Background: an optimization exercise with open tools, aiming at small area. Do not read the settings as production practice.
In this exercise RTL edits were held to simulation tests only and were not proved equivalent to the original.
Power and IR drop assume default switching activity.

==> flow/design.v <==
module F_pipe_reg (
    input  wire        clk_i,
    input  wire        F_stall_i,
    input  wire        F_bubble_i,
    input  wire [63:0] f_predPC_i,
    output reg  [63:0] F_predPC_o
);
always @(posedge clk_i) begin
    if (F_bubble_i) F_predPC_o <= 64'b0;
    else if (~F_stall_i) F_predPC_o <= f_predPC_i;
end 
endmodule
module fetch_D_pipe_reg(
    input wire        clk_i,
    input wire        D_bubble_i,
    input wire        D_stall_i,
    input wire [63:0] f_PC_i,
    input wire [ 2:0] f_stat_i,
    input wire [ 3:0] f_icode_i,
    input wire [ 3:0] f_ifun_i,
    input wire [ 3:0] f_rA_i,
    input wire [ 3:0] f_rB_i,
    input wire [63:0] f_valC_i,
    input wire [63:0] f_valP_i,
    input wire        f_branch_taken_i,
    output reg [63:0] D_PC_o,
    output reg [ 2:0] D_stat_o,
    output reg [ 3:0] D_icode_o,
    output reg [ 3:0] D_ifun_o,
    output reg [ 3:0] D_rA_o,
    output reg [ 3:0] D_rB_o,
    output reg [63:0] D_valC_o,
    output reg [63:0] D_valP_o,
    output reg        D_branch_taken_o
);
always @(posedge clk_i) begin
    if (D_bubble_i) begin
        D_PC_o    <= 64'b0;
        D_stat_o  <= 3'b0;
        D_icode_o <= 4'H1; 
        D_ifun_o  <= 4'H0;
        D_rA_o    <= 4'b0;
        D_rB_o    <= 4'b0;
        D_valC_o  <= 64'b0;
        D_valP_o  <= 64'b0;
        D_branch_taken_o <= 1'b0;
    end
    else if (~D_stall_i) begin
        D_PC_o    <= f_PC_i;
        D_stat_o  <= f_stat_i;
        D_icode_o <= f_icode_i;
        D_ifun_o  <= f_ifun_i;
        D_rA_o    <= f_rA_i;
        D_rB_o    <= f_rB_i;
        D_valC_o  <= f_valC_i;
        D_valP_o  <= f_valP_i;
        D_branch_taken_o <= f_branch_taken_i;
    end
end
endmodule
module decode_E_pipe_reg (
    input  wire        clk_i,
    input  wire        E_stall_i,
    input  wire        E_bubble_i,
    input  wire [63:0] D_PC_i,
    input  wire [ 2:0] D_stat_i,
    input  wire [ 3:0] D_icode_i,
    input  wire [ 3:0] D_ifun_i,
    input  wire        D_branch_taken_i,
    input  wire [63:0] D_valC_i,
    input  wire [63:0] d_valA_i,
    input  wire [63:0] d_valB_i,
    input  wire [ 3:0] d_dstE_i,
    input  wire [ 3:0] d_dstM_i,
    input  wire [ 3:0] d_srcA_i,
    input  wire [ 3:0] d_srcB_i,
    output reg  [63:0] E_PC_o,
    output reg  [ 2:0] E_stat_o,
    output reg  [ 3:0] E_icode_o,
    output reg  [ 3:0] E_ifun_o,
    output reg         E_branch_taken_o,
    output reg  [63:0] E_valC_o,
    output reg  [63:0] E_valA_o,
    output reg  [63:0] E_valB_o,
    output reg  [ 3:0] E_dstM_o,
    output reg  [ 3:0] E_dstE_o,
    output reg  [ 3:0] E_srcA_o,
    output reg  [ 3:0] E_srcB_o
);
always @(posedge clk_i) begin
    if (E_bubble_i) begin
        E_PC_o    <= 64'b0;
        E_stat_o  <= 3'b0;
        E_icode_o <= 4'H1;
        E_ifun_o  <= 4'b0;
        E_valC_o  <= 64'b0;
        E_valA_o  <= 64'b0;
        E_valB_o  <= 64'b0;
        E_dstM_o  <= 4'HF;
        E_dstE_o  <= 4'HF;
        E_srcA_o  <= 4'HF;
        E_srcB_o  <= 4'HF; 
        E_branch_taken_o <= 1'b0;
    end else if (~E_stall_i) begin
        E_PC_o    <= D_PC_i;
        E_stat_o  <= D_stat_i;
        E_icode_o <= D_icode_i;
        E_ifun_o  <= D_ifun_i;
        E_valC_o  <= D_valC_i;
        E_valA_o  <= d_valA_i;
        E_valB_o  <= d_valB_i;
        E_dstM_o  <= d_dstM_i;
        E_dstE_o  <= d_dstE_i;
        E_srcA_o  <= d_srcA_i;
        E_srcB_o  <= d_srcB_i;
        E_branch_taken_o <= D_branch_taken_i;
    end
end
endmodule
module execute_M_pipe_reg (
    input  wire        clk_i,
    input  wire        M_stall_i,
    input  wire        M_bubble_i,
    input  wire [ 2:0] E_stat_i,
    input  wire [ 3:0] E_icode_i,
    input  wire        E_branch_taken_i,
    input  wire        e_Cnd_i,
    input  wire [63:0] e_valE_i,
    input  wire [63:0] e_valA_i,
    input  wire [ 3:0] e_dstE_i,
    input  wire [ 3:0] E_dstM_i,
    output reg  [ 2:0] M_stat_o,
    output reg  [ 3:0] M_icode_o,
    output reg         M_branch_taken_o,
    output reg         M_Cnd_o,
    output reg  [63:0] M_valE_o,
    output reg  [63:0] M_valA_o,
    output reg  [ 3:0] M_dstE_o,
    output reg  [ 3:0] M_dstM_o
);
always @(posedge clk_i) begin
    if (M_bubble_i) begin
        M_stat_o   <= 3'b0;
        M_icode_o  <= 4'H1;
        M_Cnd_o    <= 1'b0;
        M_valE_o   <= 64'b0;
        M_valA_o   <= 64'b0;
        M_dstE_o   <= 4'HF;
        M_dstM_o   <= 4'HF;
        M_branch_taken_o <= 1'b0;
    end else if (~M_stall_i) begin
        M_stat_o   <= E_stat_i;
        M_icode_o  <= E_icode_i;
        M_Cnd_o    <= e_Cnd_i;
        M_valE_o   <= e_valE_i;
        M_valA_o   <= e_valA_i;
        M_dstE_o   <= e_dstE_i;
        M_dstM_o   <= E_dstM_i;
        M_branch_taken_o <= E_branch_taken_i;
    end
end
endmodule
module memory_W_pipe_reg(
  input wire        clk_i,
  input wire        W_stall_i,
  input wire        W_bubble_i,
  input wire [ 2:0] m_stat_i,
  input wire [ 3:0] M_icode_i,
  input wire [63:0] M_valE_i,
  input wire [63:0] m_valM_i,
  input wire [ 3:0] M_dstE_i,
  input wire [ 3:0] M_dstM_i,
  output reg [ 2:0] W_stat_o,
  output reg [ 3:0] W_icode_o,
  output reg [63:0] W_valE_o,
  output reg [63:0] W_valM_o,
  output reg [ 3:0] W_dstE_o,
  output reg [ 3:0] W_dstM_o 
);
always @(posedge clk_i) begin
  if (W_bubble_i) begin
     W_stat_o  <= 3'b0;
     W_icode_o <= 4'H1;
     W_valE_o  <= 64'b0;
     W_valM_o  <= 64'b0;
     W_dstE_o  <= 4'HF;
     W_dstM_o  <= 4'HF; 
  end
  else if (~W_stall_i) begin
     W_stat_o  <= m_stat_i;
     W_icode_o <= M_icode_i;
     W_valE_o  <= M_valE_i;
     W_valM_o  <= m_valM_i;
     W_dstE_o  <= M_dstE_i;
     W_dstM_o  <= M_dstM_i; 
  end
end
endmodule
module fetch(
  input   wire [63:0] f_PC_i,
  input   wire [79:0] f_instr_i,
  output  wire [3:0]  f_icode_o,
  output  wire [3:0]  f_ifun_o,
  output  wire [3:0]  f_rA_o,
  output  wire [3:0]  f_rB_o,
  output  wire [63:0] f_valC_o,
  output  wire [63:0] f_valP_o,
  output  wire [2:0]  f_stat_o
);
wire [79:0] instr;
wire        instr_valid;
wire        imem_error;
wire        need_regids;
wire        need_valC;
localparam MEM_MAX_SIZE = 2048;
assign instr = f_instr_i;
assign imem_error = (f_PC_i >= MEM_MAX_SIZE);
assign f_icode_o    = instr[7:4];
assign f_ifun_o     = instr[3:0];
assign instr_valid  = (f_icode_o < 4'hC);
assign need_regids  = (f_icode_o == 4'H2) || (f_icode_o == 4'H3) || 
    (f_icode_o == 4'H5) || (f_icode_o == 4'H6) || 
    (f_icode_o == 4'H4) || (f_icode_o == 4'HA) || (f_icode_o == 4'HB);
assign need_valC = (f_icode_o == 4'H3) || (f_icode_o == 4'H4) || 
    (f_icode_o == 4'H5) || (f_icode_o == 4'H7) || (f_icode_o == 4'H8);
assign f_rA_o = need_regids ? instr[15:12] : 4'hF;
assign f_rB_o = need_regids ? instr[11: 8] : 4'hF;    
assign f_valC_o = need_regids ? instr[79:16] : instr[71:8];
assign f_valP_o = f_PC_i + 1 + 8 * need_valC + need_regids;
assign f_stat_o = imem_error ? 3'H3 : 
    ~instr_valid ? 3'H2 : 
    f_icode_o == 4'H0 ? 3'H4 : 3'H1;
endmodule
module select_pc(
    input  wire [ 3:0] M_icode_i,
    input  wire        M_Cnd_i,
    input  wire [63:0] M_valA_i,
    input  wire [63:0] M_valE_i,
    input  wire        M_branch_taken_i,
    input  wire [ 3:0] W_icode_i,
    input  wire [63:0] W_valM_i,
    input  wire [63:0] F_predPC_i,
    output wire [63:0] f_PC_o
);
wire mispredict = M_Cnd_i ^ M_branch_taken_i;
assign f_PC_o = (M_icode_i == 4'H7 && mispredict) ? 
        (M_branch_taken_i ? M_valA_i : M_valE_i) : 
    (W_icode_i == 4'H9) ? W_valM_i : F_predPC_i;
endmodule
module predictor(
  input  wire        clk_i,
  input  wire        rst_n_i,
  input  wire [63:0] f_PC_i,
  input  wire [3:0]  f_icode_i,
  input  wire [63:0] f_valC_i,
  input  wire [63:0] f_valP_i,
  input  wire [63:0] E_PC_i,
  input  wire [3:0]  E_icode_i,
  input  wire        E_branch_taken_i,
  input  wire        e_Cnd_i,
  output wire [63:0] f_predPC_o,
  output wire        f_branch_taken_o
);
wire predict_taken;
wire predict_valid;
wire train_mispredicted;
wire train_valid;
wire train_taken;
assign predict_valid  = (f_icode_i == 4'H7);
assign train_mispredicted = train_valid & (e_Cnd_i ^ E_branch_taken_i);
assign train_valid    = (E_icode_i == 4'H7);
assign train_taken    = E_branch_taken_i ^ train_mispredicted;
assign f_branch_taken_o = predict_taken;
assign f_predPC_o = ((f_icode_i == 4'H7 && predict_taken) || f_icode_i == 4'H8) ? f_valC_i : f_valP_i;
pred_gshare gshare(
  .clk(clk_i),
  .reset(~rst_n_i),
  .predict_valid(predict_valid),
  .train_valid(train_valid),
  .train_taken(train_taken),
  .train_mispredicted(train_mispredicted),
  .f_PC(f_PC_i),
  .E_PC(E_PC_i),
  .predict_taken(predict_taken)
);
endmodule
module pred_gshare (
  input wire        clk,
  input wire        reset,
  input wire        predict_valid,
  input wire        train_valid,
  input wire        train_taken,
  input wire        train_mispredicted,
  input wire [63:0] E_PC,
  input wire [63:0] f_PC,
  output wire predict_taken
);
localparam INDEX_BITS = 7, PHT_SIZE = (1 << INDEX_BITS);
localparam SNT = 2'b00, WNT = 2'b01, WT = 2'b10, ST = 2'b11;
reg [2*PHT_SIZE-1:0] PHT;   
reg [INDEX_BITS-1:0] predict_history, train_history;
wire [INDEX_BITS-1:0] train_pc    = E_PC[0+:INDEX_BITS];
wire [INDEX_BITS-1:0] predict_pc  = f_PC[0+:INDEX_BITS];
always @(posedge clk) begin
  if (reset) begin
    predict_history <= {INDEX_BITS{1'b0}};
  end
  else if (train_valid & train_mispredicted)
    predict_history <= { train_history[INDEX_BITS-2:0], train_taken };
  else if (predict_valid)
    predict_history <= { predict_history[INDEX_BITS-2:0], predict_taken };
end
wire [INDEX_BITS-1:0] train_idx = train_pc ^ train_history;
wire [1:0] train_old = reset ? WNT : PHT[2*train_idx +: 2];
reg  [1:0] train_new;
always @(*) begin
  case (train_old)
    SNT: train_new = (train_valid & train_taken) ? WNT : SNT;
    WNT: train_new = train_valid ? train_taken ? WT : SNT : WNT;
    WT:  train_new = train_valid ? train_taken ? ST : WNT : WT;
    default: train_new = train_valid ? train_taken ? ST : WT : ST;
  endcase
end
integer i;
always @(posedge clk) begin
  for (i = 0; i < PHT_SIZE; i = i + 1)
    if (i == train_idx) PHT[2*i +: 2] <= train_new;
    else if (reset) PHT[2*i +: 2] <= WNT;
  if (reset)
    train_history <= {INDEX_BITS{1'b0}};
  else if (train_valid)
    train_history <= { train_history[INDEX_BITS-2:0], train_taken };
end
wire [INDEX_BITS-1:0] predict_idx = predict_pc ^ predict_history;
assign predict_taken = PHT[2*predict_idx + 1];
endmodule
module decode(
    input  wire        clk_i,
    input  wire [ 3:0] D_icode_i,
    input  wire [ 3:0] D_ifun_i,
    input  wire [ 3:0] D_rA_i,
    input  wire [ 3:0] D_rB_i,
    input  wire [63:0] D_valC_i,
    input  wire [63:0] D_valP_i,
    input  wire [ 3:0] e_dstE_i,
    input  wire [63:0] e_valE_i,
    input  wire [ 3:0] M_dstE_i,
    input  wire [63:0] M_valE_i,
    input  wire [ 3:0] M_dstM_i,
    input  wire [63:0] m_valM_i,
    input  wire [ 3:0] W_dstM_i,
    input  wire [63:0] W_valM_i,
    input  wire [ 3:0] W_dstE_i,
    input  wire [63:0] W_valE_i,
    output wire [63:0] d_valA_o,
    output wire [63:0] d_valB_o,
    output wire [ 3:0] d_dstE_o,
    output wire [ 3:0] d_dstM_o,
    output wire [ 3:0] d_srcA_o,
    output wire [ 3:0] d_srcB_o
);
wire [63:0] d_rvalA;
wire [63:0] d_rvalB;
register_file files(
    .clk_i(clk_i),
    .srcA_i(d_srcA_o),
    .srcB_i(d_srcB_o),
    .dstE_i(W_dstE_i),
    .valE_i(W_valE_i),
    .dstM_i(W_dstM_i),
    .valM_i(W_valM_i),
    .rvalA_o(d_rvalA),
    .rvalB_o(d_rvalB)
);
assign d_srcA_o = (D_icode_i == 4'H2 || D_icode_i == 4'H4 || 
    D_icode_i == 4'H6 || D_icode_i == 4'HA) ? D_rA_i :
    (D_icode_i == 4'H9 || D_icode_i == 4'HB) ? 4'H4 : 4'HF;
assign d_srcB_o = (D_icode_i == 4'H4 || 
        D_icode_i == 4'H6 || D_icode_i == 4'H5) ? D_rB_i :
    (D_icode_i == 4'H8 || D_icode_i == 4'H9 || 
        D_icode_i == 4'HA || D_icode_i == 4'HB) ? 4'H4 : 4'HF;
assign d_dstE_o = (D_icode_i == 4'H6 ||
        D_icode_i == 4'H2 || D_icode_i == 4'H3) ? D_rB_i :
    (D_icode_i == 4'HA || D_icode_i == 4'HB ||
        D_icode_i == 4'H8 || D_icode_i == 4'H9) ? 4'H4 : 4'HF;
assign d_dstM_o = (D_icode_i == 4'H5 || D_icode_i == 4'HB) ? D_rA_i : 4'HF;
assign d_valA_o = (D_icode_i == 4'H8 || D_icode_i == 4'H7) ? D_valP_i :
                d_srcA_o == e_dstE_i ? e_valE_i :
                d_srcA_o == M_dstM_i ? m_valM_i :
                d_srcA_o == M_dstE_i ? M_valE_i :
                d_srcA_o == W_dstM_i ? W_valM_i :
                d_srcA_o == W_dstE_i ? W_valE_i : d_rvalA;
assign d_valB_o = d_srcB_o == e_dstE_i ? e_valE_i :
                d_srcB_o == M_dstM_i ? m_valM_i :
                d_srcB_o == M_dstE_i ? M_valE_i :
                d_srcB_o == W_dstM_i ? W_valM_i :
                d_srcB_o == W_dstE_i ? W_valE_i : d_rvalB;
endmodule
module register_file (
    input  wire         clk_i,
    input  wire [3:0]   srcA_i,
    input  wire [3:0]   srcB_i,
    input  wire [3:0]   dstE_i,
    input  wire [3:0]   dstM_i,
    input  wire [63:0]  valE_i,
    input  wire [63:0]  valM_i,
    output wire [63:0]  rvalA_o,
    output wire [63:0]  rvalB_o
);
reg [63:0] regs[14:0];
assign rvalA_o = srcA_i != 4'HF ? regs[srcA_i] : 64'b0;
assign rvalB_o = srcB_i != 4'HF ? regs[srcB_i] : 64'b0;
always @(posedge clk_i) begin
    if (dstE_i != 4'HF) regs[dstE_i] <= valE_i;
    if (dstM_i != 4'HF) regs[dstM_i] <= valM_i;
end
endmodule
module execute (
  input  wire        clk_i,
  input  wire        rst_n_i,
  input  wire [ 3:0] E_icode_i,
  input  wire [ 3:0] E_ifun_i,
  input  wire [63:0] E_valC_i,
  input  wire [63:0] E_valA_i,
  input  wire [63:0] E_valB_i,
  input  wire [ 3:0] E_dstE_i,
  input  wire [ 3:0] E_dstM_i,
  input  wire [ 3:0] E_srcA_i,
  input  wire [ 3:0] M_dstM_i,
  input  wire [63:0] m_valM_i,
  input  wire [ 2:0] m_stat_i,
  input  wire [ 2:0] W_stat_i,
  output wire        e_Cnd_o,
  output wire [63:0] e_valA_o,
  output wire [63:0] e_valE_o,
  output wire [ 3:0] e_dstE_o,
  output wire [ 3:0] e_dstM_o
);
wire [63:0] aluA, aluB;
wire [3:0]  alu_fun;
wire set_cc;
wire zf, sf, of;
reg [2:0] new_cc, cc;
assign aluA = (E_icode_i == 4'H2 || E_icode_i == 4'H6) ? E_valA_i :
  (E_icode_i == 4'H3 || E_icode_i == 4'H4 ||
      E_icode_i == 4'H5 || E_icode_i == 4'H7)          ? E_valC_i :
  (E_icode_i == 4'H8   || E_icode_i == 4'HA)           ? -8   :
  (E_icode_i == 4'H9    || E_icode_i == 4'HB)            ? 8    : 64'd0;
assign aluB = (E_icode_i == 4'H4 || E_icode_i == 4'H5 ||
  E_icode_i == 4'H6   || E_icode_i == 4'H8 ||
  E_icode_i == 4'HA || E_icode_i == 4'H9  ||
  E_icode_i == 4'HB) ? E_valB_i : 64'd0;
assign alu_fun = (E_icode_i == 4'H6) ? E_ifun_i : 4'H0;
assign e_valA_o = (E_icode_i == 4'H4 || E_icode_i == 4'HA) &&
  E_srcA_i == M_dstM_i ? m_valM_i : E_valA_i;
assign e_valE_o = (alu_fun == 4'H1) ? aluB - aluA :
  (alu_fun == 4'H2) ? aluB & aluA :
  (alu_fun == 4'H3) ? aluB ^ aluA : aluB + aluA;
assign {zf, sf, of} = cc;
assign set_cc = E_icode_i == 4'H6 &&
  ~(m_stat_i == 3'H3 || m_stat_i == 3'H2 || m_stat_i == 3'H4) &&
  ~(W_stat_i == 3'H3 || W_stat_i == 3'H2 || W_stat_i == 3'H4);
always @(*) begin
  new_cc[2] = (e_valE_o == 0) ? 1 : 0;
  new_cc[1] = e_valE_o[63];
  new_cc[0] = (alu_fun == 4'H0) ?
    ~(aluA[63] ^ aluB[63]) & (aluB[63] ^ e_valE_o[63]) :
    (alu_fun == 4'H1) ?
    (aluA[63] ^ aluB[63]) & (aluB[63] ^ e_valE_o[63]) : 0;
end
always @(posedge clk_i) begin
  cc <= ~rst_n_i ? 3'b100 :
        set_cc   ? new_cc : cc;
end
assign e_Cnd_o = (E_ifun_i == 4'H0) ||                  
              (E_ifun_i == 4'H1  && ((sf ^ of) | zf)) ||  
              (E_ifun_i == 4'H2   && (sf ^ of)) ||         
              (E_ifun_i == 4'H3   && zf) ||                
              (E_ifun_i == 4'H4  && ~zf) ||               
              (E_ifun_i == 4'H5  && ~(sf ^ of)) ||        
              (E_ifun_i == 4'H6   && (~(sf ^ of) & ~zf));  
assign e_dstM_o = E_dstM_i;
assign e_dstE_o = ((E_icode_i == 4'H2) && ~e_Cnd_o) ? 4'HF : E_dstE_i;
endmodule
module memory(
  input  wire        clk_i,
  input  wire [ 2:0] M_stat_i,
  input  wire [ 3:0] M_icode_i,
  input  wire [63:0] M_valE_i,
  input  wire [63:0] M_valA_i,
  input  wire [ 3:0] M_dstE_i,
  input  wire [ 3:0] M_dstM_i,
  output wire [63:0] dmem_addr_o,
  output wire [63:0] dmem_wdata_o,
  output wire        dmem_we_o,
  input  wire [63:0] dmem_rdata_i,
  output wire [ 2:0] m_stat_o,
  output wire [63:0] m_valM_o
);
wire        mem_read;
wire        mem_write;
wire        dmem_error;
wire [63:0] addr;
assign mem_read = (M_icode_i == 4'H5) | (M_icode_i == 4'HB) | (M_icode_i == 4'H9);
assign mem_write = (M_icode_i == 4'H4) | (M_icode_i == 4'HA) | (M_icode_i == 4'H8);
assign addr =  (M_icode_i == 4'H4 || M_icode_i == 4'H5 || 
            M_icode_i == 4'HA || M_icode_i == 4'H8) ? M_valE_i : 
            (M_icode_i == 4'HB || M_icode_i == 4'H9) ? M_valA_i : 64'b0;
assign m_stat_o = dmem_error ? 3'H3 : M_stat_i;
localparam MAX_SIZE = 2048;
assign dmem_error = (addr >= MAX_SIZE) ? 1 : 0;
assign dmem_addr_o  = addr;
assign dmem_wdata_o = M_valA_i;
assign dmem_we_o    = mem_write & ~dmem_error;
assign m_valM_o     = (mem_read & ~dmem_error) ? dmem_rdata_i : 64'b0;
endmodule
module pipeline_control (
    input wire [3:0] D_icode_i,
    input wire [3:0] d_srcA_i,
    input wire [3:0] d_srcB_i,
    input wire [3:0] E_icode_i,
    input wire [3:0] E_dstM_i,
    input wire       E_branch_taken_i,
    input wire       e_Cnd_i,
    input wire [3:0] M_icode_i,
    input wire [2:0] m_stat_i,
    input wire [2:0] W_stat_i,
    output wire      F_stall_o,
    output wire      D_stall_o,
    output wire      D_bubble_o,
    output wire      E_bubble_o,
    output wire      M_bubble_o,
    output wire      W_stall_o
);
wire h_load_use;
wire h_ret;
wire h_mispredict;
assign h_load_use = (E_icode_i == 4'H5 || E_icode_i == 4'HB) &&
    (E_dstM_i == d_srcB_i || (E_dstM_i == d_srcA_i && 
    !(D_icode_i == 4'H4 || D_icode_i == 4'HA)));
assign h_ret = D_icode_i == 4'H9 || E_icode_i == 4'H9 || M_icode_i == 4'H9;
assign h_mispredict = (E_icode_i == 4'H7) & (e_Cnd_i ^ E_branch_taken_i);
assign F_stall_o = h_load_use | h_ret;
assign D_bubble_o = h_mispredict | (~h_load_use & h_ret);
assign D_stall_o = h_load_use;
assign E_bubble_o = h_load_use | h_mispredict;
assign M_bubble_o = (m_stat_i == 3'H3 || m_stat_i == 3'H2 || m_stat_i == 3'H4) ||
    (W_stat_i == 3'H3 || W_stat_i == 3'H2 || W_stat_i == 3'H4);
assign W_stall_o = (W_stat_i == 3'H3 || W_stat_i == 3'H2 || W_stat_i == 3'H4);
endmodule
module y86_cpu (
    input  wire        clk,
    input  wire        rst_n,
    output wire [63:0] imem_addr,
    input  wire [79:0] imem_data,
    output wire [63:0] dmem_addr,
    input  wire [63:0] dmem_rdata,
    output wire [63:0] dmem_wdata,
    output wire        dmem_we,
    output wire [ 2:0] stat
);
wire F_bubble, F_stall;
wire D_bubble, D_stall;
wire E_bubble, E_stall;
wire M_bubble, M_stall;
wire W_stall;
wire [63:0] F_predPC;
wire [63:0] f_PC;
wire [ 3:0] f_icode;
wire [ 3:0] f_ifun;
wire [ 3:0] f_rA;
wire [ 3:0] f_rB;
wire [63:0] f_valC;
wire [63:0] f_valP;
wire [63:0] f_predPC;
wire [ 2:0] f_stat;
wire        f_branch_taken;
wire [63:0] D_PC;
wire [ 3:0] D_icode;
wire [ 3:0] D_ifun;
wire [ 3:0] D_rA;
wire [ 3:0] D_rB;
wire [63:0] D_valC;
wire [63:0] D_valP;
wire [63:0] D_predPC;
wire [ 2:0] D_stat;
wire        D_branch_taken;
wire [63:0] d_valA;
wire [63:0] d_valB;
wire [ 3:0] d_dstE;
wire [ 3:0] d_dstM;
wire [ 3:0] d_srcA;
wire [ 3:0] d_srcB;
wire [63:0] E_PC;
wire [ 2:0] E_stat;
wire [ 3:0] E_icode;
wire [ 3:0] E_ifun;
wire        E_branch_taken;
wire [63:0] E_valC;
wire [63:0] E_valA;
wire [63:0] E_valB;
wire [ 3:0] E_dstM;
wire [ 3:0] E_dstE;
wire [ 3:0] E_srcA;
wire [ 3:0] E_srcB;
wire [ 3:0] e_dstE;
wire [63:0] e_valE;
wire        e_Cnd;
wire [63:0] e_valA;
wire [3:0]  M_dstE;
wire [63:0] M_valE;
wire [ 3:0] M_dstM;
wire [ 2:0] M_stat;
wire [ 3:0] M_icode;
wire        M_Cnd;
wire        M_branch_taken;
wire [63:0] M_valA;
wire [63:0] m_valM;
wire [ 2:0] m_stat;
wire [ 3:0] W_dstM;
wire [63:0] W_valM;
wire [ 3:0] W_dstE;
wire [63:0] W_valE;
wire [ 2:0] W_stat;
wire [ 3:0] W_icode;
wire W_bubble = 1'b0;
F_pipe_reg F_preg(
    .clk_i(clk),
    .F_stall_i(F_stall),
    .F_bubble_i(~rst_n),
    .f_predPC_i(f_predPC),
    .F_predPC_o(F_predPC)
);
select_pc Select_PC(
    .F_predPC_i(F_predPC),
    .M_icode_i(M_icode),
    .M_Cnd_i(M_Cnd),
    .M_valA_i(M_valA),
    .M_valE_i(M_valE),
    .M_branch_taken_i(M_branch_taken),
    .W_icode_i(W_icode),
    .W_valM_i(W_valM),
    .f_PC_o(f_PC)
);
predictor PredictPC(
    .clk_i(clk),
    .rst_n_i(rst_n),
    .f_PC_i(f_PC),
    .f_icode_i(f_icode),
    .f_valC_i(f_valC),
    .f_valP_i(f_valP),
    .E_PC_i(E_PC),
    .E_icode_i(E_icode),
    .E_branch_taken_i(E_branch_taken),
    .e_Cnd_i(e_Cnd),
    .f_predPC_o(f_predPC),
    .f_branch_taken_o(f_branch_taken)
);
fetch Fetch(
    .f_PC_i(f_PC),
    .f_instr_i(imem_data),
    .f_icode_o(f_icode),
    .f_ifun_o(f_ifun),
    .f_rA_o(f_rA),
    .f_rB_o(f_rB),
    .f_valC_o(f_valC),
    .f_valP_o(f_valP),
    .f_stat_o(f_stat)
);
fetch_D_pipe_reg D_preg(
    .clk_i(clk),
    .D_stall_i(D_stall),
    .D_bubble_i(~rst_n || D_bubble),
    .f_PC_i(f_PC),
    .f_stat_i(f_stat),
    .f_icode_i(f_icode),
    .f_ifun_i(f_ifun),
    .f_rA_i(f_rA),
    .f_rB_i(f_rB),
    .f_valC_i(f_valC),
    .f_valP_i(f_valP),
    .f_branch_taken_i(f_branch_taken),
    .D_PC_o(D_PC),
    .D_stat_o(D_stat),
    .D_icode_o(D_icode),
    .D_ifun_o(D_ifun),
    .D_rA_o(D_rA),
    .D_rB_o(D_rB),
    .D_valC_o(D_valC),
    .D_valP_o(D_valP),
    .D_branch_taken_o(D_branch_taken)
);
decode Decode(
    .clk_i(clk),
    .D_icode_i(D_icode),
    .D_ifun_i(D_ifun),
    .D_rA_i(D_rA),
    .D_rB_i(D_rB),
    .D_valC_i(D_valC),
    .D_valP_i(D_valP),
    .e_dstE_i(e_dstE),
    .e_valE_i(e_valE),
    .M_dstE_i(M_dstE),
    .M_valE_i(M_valE),
    .m_valM_i(m_valM),
    .M_dstM_i(M_dstM),
    .W_dstM_i(W_dstM),
    .W_valM_i(W_valM),
    .W_dstE_i(W_dstE),
    .W_valE_i(W_valE),
    .d_valA_o(d_valA),
    .d_valB_o(d_valB),
    .d_dstE_o(d_dstE),
    .d_dstM_o(d_dstM),
    .d_srcA_o(d_srcA),
    .d_srcB_o(d_srcB)
);
decode_E_pipe_reg E_preg(
    .clk_i(clk),
    .E_stall_i(1'b0),
    .E_bubble_i(~rst_n || E_bubble),
    .D_PC_i(D_PC),
    .D_stat_i(D_stat),
    .D_icode_i(D_icode),
    .D_ifun_i(D_ifun),
    .D_valC_i(D_valC),
    .D_branch_taken_i(D_branch_taken),
    .d_valA_i(d_valA),
    .d_valB_i(d_valB),
    .d_dstE_i(d_dstE),
    .d_dstM_i(d_dstM),
    .d_srcA_i(d_srcA),
    .d_srcB_i(d_srcB),
    .E_PC_o(E_PC),
    .E_stat_o(E_stat),
    .E_icode_o(E_icode),
    .E_ifun_o(E_ifun),
    .E_valC_o(E_valC),
    .E_valA_o(E_valA),
    .E_valB_o(E_valB),
    .E_dstE_o(E_dstE),
    .E_dstM_o(E_dstM),
    .E_srcA_o(E_srcA),
    .E_srcB_o(E_srcB),
    .E_branch_taken_o(E_branch_taken)
);
execute Execute(
    .clk_i(clk),
    .rst_n_i(rst_n),
    .E_icode_i(E_icode),
    .E_ifun_i(E_ifun),
    .E_valC_i(E_valC),
    .E_valA_i(E_valA),
    .E_valB_i(E_valB),
    .E_dstE_i(E_dstE),
    .E_dstM_i(E_dstM),
    .E_srcA_i(E_srcA),
    .M_dstM_i(M_dstM),
    .m_valM_i(m_valM),
    .m_stat_i(m_stat),
    .W_stat_i(W_stat),
    .e_Cnd_o(e_Cnd),
    .e_valA_o(e_valA),
    .e_valE_o(e_valE),
    .e_dstE_o(e_dstE),
    .e_dstM_o()
);
execute_M_pipe_reg M_preg(
    .clk_i(clk),
    .M_bubble_i(~rst_n || M_bubble),
    .M_stall_i(1'b0),
    .E_stat_i(E_stat),
    .E_icode_i(E_icode),
    .E_branch_taken_i(E_branch_taken),
    .e_Cnd_i(e_Cnd),
    .e_valE_i(e_valE),
    .e_valA_i(e_valA),
    .e_dstE_i(e_dstE),
    .E_dstM_i(E_dstM),
    .M_stat_o(M_stat),
    .M_icode_o(M_icode),
    .M_Cnd_o(M_Cnd),
    .M_valE_o(M_valE),
    .M_valA_o(M_valA),
    .M_dstE_o(M_dstE),
    .M_dstM_o(M_dstM),
    .M_branch_taken_o(M_branch_taken)
);
memory Memory(
    .clk_i(clk),
    .M_stat_i(M_stat),
    .M_icode_i(M_icode),
    .M_valE_i(M_valE),
    .M_valA_i(M_valA),
    .M_dstE_i(M_dstE),
    .M_dstM_i(M_dstM),
    .dmem_addr_o(dmem_addr),
    .dmem_wdata_o(dmem_wdata),
    .dmem_we_o(dmem_we),
    .dmem_rdata_i(dmem_rdata),
    .m_stat_o(m_stat),
    .m_valM_o(m_valM)
);
memory_W_pipe_reg W_preg(
    .clk_i(clk),
    .W_stall_i(W_stall),
    .W_bubble_i(~rst_n || W_bubble),
    .m_stat_i(m_stat),
    .M_icode_i(M_icode),
    .M_valE_i(M_valE),
    .m_valM_i(m_valM),
    .M_dstE_i(M_dstE),
    .M_dstM_i(M_dstM),
    .W_stat_o(W_stat),
    .W_icode_o(W_icode),
    .W_valE_o(W_valE),
    .W_valM_o(W_valM),
    .W_dstE_o(W_dstE),
    .W_dstM_o(W_dstM)
);
pipeline_control Pipeline_Control(
    .D_icode_i(D_icode),
    .d_srcA_i(d_srcA),
    .d_srcB_i(d_srcB),
    .E_icode_i(E_icode),
    .E_dstM_i(E_dstM),
    .E_branch_taken_i(E_branch_taken),
    .e_Cnd_i(e_Cnd),
    .M_icode_i(M_icode),
    .m_stat_i(m_stat),
    .W_stat_i(W_stat),
    .F_stall_o(F_stall),
    .D_stall_o(D_stall),
    .D_bubble_o(D_bubble),
    .E_bubble_o(E_bubble),
    .M_bubble_o(M_bubble),
    .W_stall_o(W_stall)
);
assign imem_addr = f_PC;
assign stat = W_stall ? W_stat : 3'H1;
endmodule
==> flow/run.sh <==
#!/bin/bash
# synth_recipe.tcl (not shown) runs the flow's synth.tcl, then flattens the netlist and writes it again
# the make line also repeats each setting of config.mk as NAME=value (left out here)
make -C /OpenROAD-flow-scripts/flow DESIGN_CONFIG=/design/flow/config.mk WORK_HOME=/design/flow/orfs CLKGATE_MAP_FILE= SYNTH_SCRIPT=/design/flow/synth_recipe.tcl finish
==> flow/config.mk <==
export PLATFORM = sky130hd
export DESIGN_NAME = y86_cpu
export DESIGN_NICKNAME = y86_cpu
export VERILOG_FILES = /design/flow/design.v
export SDC_FILE = /design/flow/constraint.sdc
export NUM_CORES = 4
export LEC_CHECK = 0
export CAP_MARGIN = 20
export CORE_MARGIN = 2
export CORE_UTILIZATION = 40
export SLEW_MARGIN = 20
==> flow/constraint.sdc <==
create_clock -name core_clock -period 10.0 [get_ports {clk}]
set_input_delay 2.0000 -clock core_clock [delete_from_list [all_inputs] [get_ports {clk}]]
set_output_delay 2.0000 -clock core_clock [all_outputs]
set_load 0.01 [all_outputs]
==> results.toml <==
[outcome]
outcome = "finished clean"

[clock_network]
cts_resized = 0
cts_made_buffers = 225
cts_sinks = 1963
clkLatencyLatePin_ns = 0.98
clk_path_buf_depth = 4
cts_tree = "yes"
post-cts-setup-buffer-count = 0
cts_root_buf = "clkbuf_16"
htreeDepth = 4
clk_pin_slew_ns = 0.07
ctsHoldBuffers = 0

[worst_setup_path]
crit_path_end_kind = "output pin"
reg2reg_to = "Execute.cc[2]$_SDFFE_PN1P_"
cp_max_fo = 45
rrSetupSlack_ns = 1.97
reg2reg_from = "E_preg.E_icode_o[0]$_SDFF_PP1_"
critical_path.startpoint_type = "register"
arrival_ns = 6.28
worstSetupPathType = "reg2out"
ff2ff_path_depth = 21
cp_data_required_time_ns = 8.00

[final_layout]
layout.nets = 12425
top_register = "Decode.files.regs"
reg_top3 = "Decode.files.regs (960), PredictPC.gshare.PHT (256)"
drive_gt1_share_pct = 17.56
final_util_pct = 45.24
largest_reg_flops = 960
syn2layout_area_growth_pct = 12.62
fin_area_um2 = 134200

[routing]
num_vias = 112860
firstDrtPassIters = 7
drcViolationCount = 0
wl_met1_um = 235900
wirelength_um = 625100
wl_met3_um = 76420
wl_met2_um = 263900
wl_per_cell_um = 38.32
route.top_layer_used = "met5"
drt_iter0_drc = 18014
ant_nets = 0
vias_per_cell = 6.919

[sta]
setup_viol = 0
skew_ns = 0.09008
drv_slew = 0
hold_viol_final = 0
finalCriticalPeriod_ns = 8.276
slew_headroom_pct = 9.350
fmax_mhz = 120.8
fin_setup_tns_ns = 0
grt_setup_unrepaired = "false"
setup_slack_ns = 1.724
fin_crit_sh_pct = 82.76
tightest_slew_ns = 1.351

[placement]
placed_cell_area_um2 = 126400
pre_cts_ws_ns = 2.257
io_buffer_count = 341
dp_hpwl_um = 422800
gp_congestion = 1.045

[floorplanning]
io_pins = 342
die-area_um2 = 302200
rows = 200
start_util_pct = 40.17
die_y_um = 549.7
die_x_um = 549.7
coreArea_um2 = 296500

[yosys]
synthTopCellsByArea = "edfxtp_1 (31%), dfxtp_1 (13%), mux2_2 (9.2%)"
syn-instance-count = 12560
synth_top_cells_by_count = "nand2_1 (1678), edfxtp_1 (1216), clkbuf_1 (1155)"
netlist.area_leader.share_pct = 30.65
syn_area_per_cell_um2 = 9.485
seq_area_frac_synth_pct = 43.21
synth.most_common_cell = "nand2_1"
synth_edf_count = 1216
ys_warn_count = 8
synth_area_um2 = 119100
synthFlopType = "edfxtp_1"
netlist.top_cell.by_area = "edfxtp_1"
syn_nets = 12838
async_reset_ff_share_pct = 0
synth_cell_types = 100
synth_seq_cells = 1963

[power_and_ir_drop]
power.density_nw_per_um2 = 235.2
total_power_mw = 31.56
ir_drop_v = 0.0001867
p_leak_nw = 47.45

[global_routing]
antenna_found_initial = 39
gr-total-overflow = 0
grt_max_degree = 169
first_global_vias = 106647
grt_usage_pct = 39.85
grt_pass1_wl_um = 853400

[hold_path]
holdPathEnd = "M_preg.M_stat_o[1]$_SDFF_PP0_"
min_path_cells = 2
hp-class = "reg2reg"
hold_start = "E_preg.E_stat_o[1]$_SDFF_PP0_"

[flow_run]
drv_cap = 0
-- cell families after synthesis --
family	Yosys count	share of synthesized area (%)
and+or+nand+nor	4219	15.56
AOI/OAI and AO/OA	2978	17.20
DFF	1963	43.21
buffers and inverters	1555	5.070
muxes	1551	16.32
xor gates and xnor gates	161	1.231
adders and majority gates	133	1.407
-- placed cells by master (no fill, tap or decap), drive strengths merged, types with 39 or more instances in the layout --
master         Yosys  routed
a22oi            112     112
xor2              44      44
nor2b            156     156
ha               130     130
nor2            1084    1084
o211ai            96      96
a22o              90      90
a311oi            44      44
clkinv             1      94
o31ai             45      45
nand2b            41      41
nor4              72      72
o22ai            106     106
edfxtp          1216    1216
a31oi            188     188
a221oi           320     320
a211oi           446     446
dfxtp            747     747
xnor2            117     117
and2              98      98
clkbuf          1158     281
inv              195     204
and3              48      48
a21oi            670     670
o21ai            408     408
clkdlybuf4s50      0     340
nor3             310     310
nand3            554     554
nand4             65      65
mux2i            364     364
o311ai            39      39
mux4             213     213
a221o             60      60
nand2           1679    1679
buf              201     378
mux2             974     974
-- cell type report --
| cell class | count | area, µm² |
|---|---|---|
| Antenna cell | 35 | 87.58 |
| Clock buffer | 280 | 6022 |
| Clock inverter | 138 | 1513 |
| Fill cell | 28046 | 162400 |
| Inverter | 196 | 740.7 |
| Multi-Input combinational cell | 9042 | 62800 |
| Sequential cell | 1963 | 51480 |
| Tap cell | 3939 | 4928 |
| Timing Repair Buffer | 719 | 6600 |
-- worst max-delay path, stage by stage, from the launching register on --
cell and delay [ns]:
dfxtp_2 0.31, buf_4 0.67, mux2i_1 0.29, a2bb2oi_1 0.91, nand4_1 0.37, nor4_1 0.40
nand4_1 0.88, nor3_1 0.75, clkdlybuf4s50_1 0.64
-- power by group --
group / internal, mW / total (mW) / switching [mW]
logic: 3.45 / 12.4 / 8.97
registers: 9.50 / 10.4 / 0.901
clock network: 4.97 / 8.73 / 3.76
total: 17.9 / 31.6 / 13.6
-- through the flow --
stage	cells	hold slack (ns)
after floorplan	12560	0.3936
final	16312	0.4104
after CTS	16272	0.4110
after global routing	16292	0.4274
after detailed placement	15854	0.4013
after global placement	15847	0.4033
-- per-layer routing --
layer,track usage (%),vias to the layer above
li1,-,45952
met1,51.50,56060
met2,58.71,8846
met3,10.48,1978
met4,25.98,24
met5,0,-
-- worst max path at each step --
| stage | endpoint | slack, ns | cells past startpoint | startpoint |
|---|---|---|---|---|
| after floorplan | Decode.files.regs[11][0]$_DFFE_PP_ | 4.23 | 3 | W_preg.W_dstE_o[3]$_SDFFE_PN1P_ |
| after global placement | Execute.cc[2]$_SDFFE_PN1P_ | 1.03 | 19 | E_preg.E_icode_o[0]$_SDFF_PP1_ |
| after detailed placement | Execute.cc[2]$_SDFFE_PN1P_ | 2.26 | 19 | E_preg.E_icode_o[0]$_SDFF_PP1_ |
| after CTS | dmem_we | 2.09 | 8 | M_preg.M_icode_o[0]$_SDFF_PP1_ |
| after global routing | dmem_we | 1.84 | 8 | M_preg.M_icode_o[0]$_SDFF_PP1_ |
| final | dmem_we | 1.72 | 8 | M_preg.M_icode_o[0]$_SDFF_PP1_ |

static timing again, ports no longer ideal:
The results above use ideal ports. As a check the final layout listed here was re-extracted and re-timed, cells and wires unchanged.
Step 1, drivers: a clkbuf_16 drives clk and a buf_2 each remaining input, both assumed.
Step 2, shift: input delay + t, output delay - t, t = (earliest + latest rising clock arrival at the registers) / 2. This alone moves slack from input paths to output paths.
Slacks: ideal / step 1 / step 2; pairs: ideal / step 1.
shift t [ns]: 1.047
setup slack, ns: 1.724 / 1.613 / 1.967
worst setup path after step 2: register to register
After both steps this run still meets setup and hold. For this run, drivers alone change the setup slack by -0.111 ns; drivers and shift together by +0.243 ns.
